This is an optimization exercise on Yosys and OpenROAD, whose aim is small area, not a production implementation.
Only simulation tests tie the RTL to the original design; equivalence was not proved.
Power is estimated from default activity; no workload was simulated.

==> inputs of juniper <==
## arbiter256
module arbiter256 (
	input enable,
	input [255:0] req,
	output [255:0] grant,
	output reg [7:0] select,
	output reg valid,
	input clock,
	input reset
);
reg [255:1] s;
reg ev_n_q;
wire [255:1] d_s;
wire [7:0] d_sel;
wire d_evn;
wire sc1;
wire sc2;
wire sc3;
wire sc4;
wire sc5;
wire sc6;
wire sc7;
wire sc8;
wire sc9;
wire sc10;
wire sc11;
wire sc12;
wire sc13;
wire sc14;
wire sc15;
wire sc16;
wire sc17;
wire sc18;
wire sc19;
wire sc20;
wire sc21;
wire sc22;
wire sc23;
wire sc24;
wire sc25;
wire sc26;
wire sc27;
wire sc28;
wire sc29;
wire sc30;
wire sc31;
wire sc32;
wire sc33;
wire sc34;
wire sc35;
wire sc36;
wire sc37;
wire sc38;
wire sc39;
wire sc40;
wire sc41;
wire sc42;
wire sc43;
wire sc44;
wire sc45;
wire sc46;
wire sc47;
wire sc48;
wire sc49;
wire sc50;
wire sc51;
wire sc52;
wire sc53;
wire sc54;
wire sc55;
wire sc56;
wire sc57;
wire sc58;
wire sc59;
wire sc60;
wire sc61;
wire sc62;
wire sc63;
wire sc64;
wire sc65;
wire sc66;
wire sc67;
wire sc68;
wire sc69;
wire sc70;
wire sc71;
wire sc72;
wire sc73;
wire sc74;
wire sc75;
wire sc76;
wire sc77;
wire sc78;
wire sc79;
wire sc80;
wire sc81;
wire sc82;
wire sc83;
wire sc84;
wire sc85;
wire sc86;
wire sc87;
wire sc88;
wire sc89;
wire sc90;
wire sc91;
wire sc92;
wire sc93;
wire sc94;
wire sc95;
wire sc96;
wire sc97;
wire sc98;
wire sc99;
wire sc100;
wire sc101;
wire sc102;
wire sc103;
wire sc104;
wire sc105;
wire sc106;
wire sc107;
wire sc108;
wire sc109;
wire sc110;
wire sc111;
wire sc112;
wire sc113;
wire sc114;
wire sc115;
wire sc116;
wire sc117;
wire sc118;
wire sc119;
wire sc120;
wire sc121;
wire sc122;
wire sc123;
wire sc124;
wire sc125;
wire sc126;
wire sc127;
wire sc128;
wire sc129;
wire sc130;
wire sc131;
wire sc132;
wire sc133;
wire sc134;
wire sc135;
wire sc136;
wire sc137;
wire sc138;
wire sc139;
wire sc140;
wire sc141;
wire sc142;
wire sc143;
wire sc144;
wire sc145;
wire sc146;
wire sc147;
wire sc148;
wire sc149;
wire sc150;
wire sc151;
wire sc152;
wire sc153;
wire sc154;
wire sc155;
wire sc156;
wire sc157;
wire sc158;
wire sc159;
wire sc160;
wire sc161;
wire sc162;
wire sc163;
wire sc164;
wire sc165;
wire sc166;
wire sc167;
wire sc168;
wire sc169;
wire sc170;
wire sc171;
wire sc172;
wire sc173;
wire sc174;
wire sc175;
wire sc176;
wire sc177;
wire sc178;
wire sc179;
wire sc180;
wire sc181;
wire sc182;
wire sc183;
wire sc184;
wire sc185;
wire sc186;
wire sc187;
wire sc188;
  ...
Settings: LEC_CHECK=0, CAP_MARGIN=20, CORE_MARGIN=2, CORE_UTILIZATION=40, GPL_TIMING_DRIVEN=0, SLEW_MARGIN=20, SYNTH_HIERARCHICAL=1; clock period 3.5 ns.
standard.sh (not shown) runs the stock make flow with config.mk's settings and CLKGATE_MAP_FILE= SYNTH_SCRIPT=/design/flow/synth_recipe.tcl, a recipe that flattens the netlist after the stock synthesis.
==> flow/flow/run.sh <==
#!/bin/bash
# The standard layout (standard.sh), with three changes:
#  - after synthesis, every combinational cell is sized down to the
#    smallest cell of its function (flow/downsize.tcl); timing repair
#    sizes up again where needed;
#  - the port buffers are the smallest buffer cell;
#  - clock tree synthesis options from flow/cts_args.txt, if present.
cp standard.sh standard_sh.txt
export POST_SYNTH_TCL="$PWD/flow/downsize.tcl"
export BUFFER_PORTS_ARGS="-buffer_cell sky130_fd_sc_hd__buf_1"
if [[ -f flow/cts_args.txt ]]; then
  export CTS_ARGS="$(cat flow/cts_args.txt)"
fi
bash standard.sh > standard.log 2>&1
==> flow/flow/cts_args.txt <==
-sink_clustering_enable -repair_clock_nets -dont_use_dummy_load -buf_list {sky130_fd_sc_hd__clkbuf_4 sky130_fd_sc_hd__clkbuf_8} -sink_clustering_size 24
==> flow/flow/downsize.tcl <==
# Size every combinational cell from synthesis down to the smallest cell of
# the same function (timing repair later sizes up where timing needs it).
set n 0
foreach inst [get_cells *] {
  set cell [get_property $inst ref_name]
  if {![regexp {^(sky130_fd_sc_hd__([a-z0-9]+))_([0-9]+)$} $cell -> base fn drive]} { continue }
  if {[regexp {^(df|dl|sdf|edf|sedf|clk|buf|conb|tap|fill|decap|diode)} $fn]} { continue }
  set best $cell
  set best_area [get_property [get_lib_cells $cell] area]
  foreach lc [get_lib_cells ${base}_*] {
    set name [get_property $lc name]
    if {![regexp "^${base}_\[0-9\]+\$" $name]} { continue }
    if {[get_property $lc dont_use]} { continue }
    set a [get_property $lc area]
    if {$a < $best_area - 1e-6} { set best $name; set best_area $a }
  }
  if {$best ne $cell} {
    replace_cell $inst $best
    incr n
  }
}
puts "downsize: replaced $n cells"
==> delta: changes against juniper <==
removed: flow/flow/cts_args.txt
==> indigo: changes against juniper <==
==> flow/flow/cts_args.txt (replaced) <==
-sink_clustering_enable -repair_clock_nets -dont_use_dummy_load -buf_list {sky130_fd_sc_hd__clkbuf_16} -sink_clustering_size 30 -sink_clustering_max_diameter 100
==> notes.md <==
Run status: indigo finished clean; juniper finished clean; delta finished clean
Signed area change from the synthesized netlist to the final layout: indigo 21.2%; juniper 23.4%; delta 26.1%
H-tree depth reported by CTS: indigo 1; juniper 2; delta 2
Final design instance area without fill: indigo 18300 um2; juniper 18700 um2; delta 19100 um2
Peak ir drop on the vdd network: indigo 0.000316 V; juniper 0.000275 V; delta 0.000351 V
Number of global-route vias before repair: indigo 14600; juniper 14800; delta 14700
Wirelength, routed: indigo 57.0 mm; juniper 57.6 mm; delta 57.7 mm
Met1 wire length: indigo 24.4 mm; juniper 24.3 mm; delta 24.2 mm
Drt first-iter violations: indigo 1390; juniper 1380; delta 1415
First-pass GRT wire length: indigo 82.2 mm; juniper 82.4 mm; delta 82.5 mm
Global routing usage summed across all routing layers: indigo 27.2%; juniper 27.7%; delta 27.5%
DR WL/cell: indigo 19.0 um; juniper 18.9 um; delta 18.9 um
Final Instance Count excl. Fillers: indigo 3001; juniper 3038; delta 3049
Area fraction of clock buffers and clock inverters: indigo 1.91%; juniper 3.61%; delta 5.68%
Clock tree root buffer cell: indigo sky130_fd_sc_hd__clkbuf_16; juniper sky130_fd_sc_hd__clkbuf_8; delta sky130_fd_sc_hd__clkbuf_16
Via count: indigo 16900; juniper 17000; delta 17100
Share of power burned in registers: indigo 43.2%; juniper 40.5%; delta 37.0%
Fillers: indigo 3765; juniper 3763; delta 3723
Worst slew slack as a fraction of its limit: indigo 16.8%; juniper 19.0%; delta 21.0%
Vias per cell: indigo 5.62; juniper 5.59; delta 5.62

[separate check: timing with driven ports]
No port has a modelled driver above. Below, the same layouts with a new extraction and two added sets of constraints. Step 1, drivers: a clkbuf_16 drives clock and a buf_2 each remaining input, both assumed. Step 2, shift: input delay + t, output delay - t, t = (earliest + latest rising clock arrival at the registers) / 2. This alone moves slack from input paths to output paths. a / b / c = ideal ports / drivers / drivers and shift; a / b = the first two.
run	shift t [ns]	setup slack, ns	hold WS [ns]
juniper	0.637	0.144 / 0.087 / 0.725	0.129 / 0.094 / 0.593
delta	0.556	0.279 / 0.220 / 0.776	0.193 / 0.156 / 0.594
indigo	0.532	0.194 / 0.138 / 0.670	0.187 / 0.153 / 0.599
After both steps every run listed still meets setup and hold.
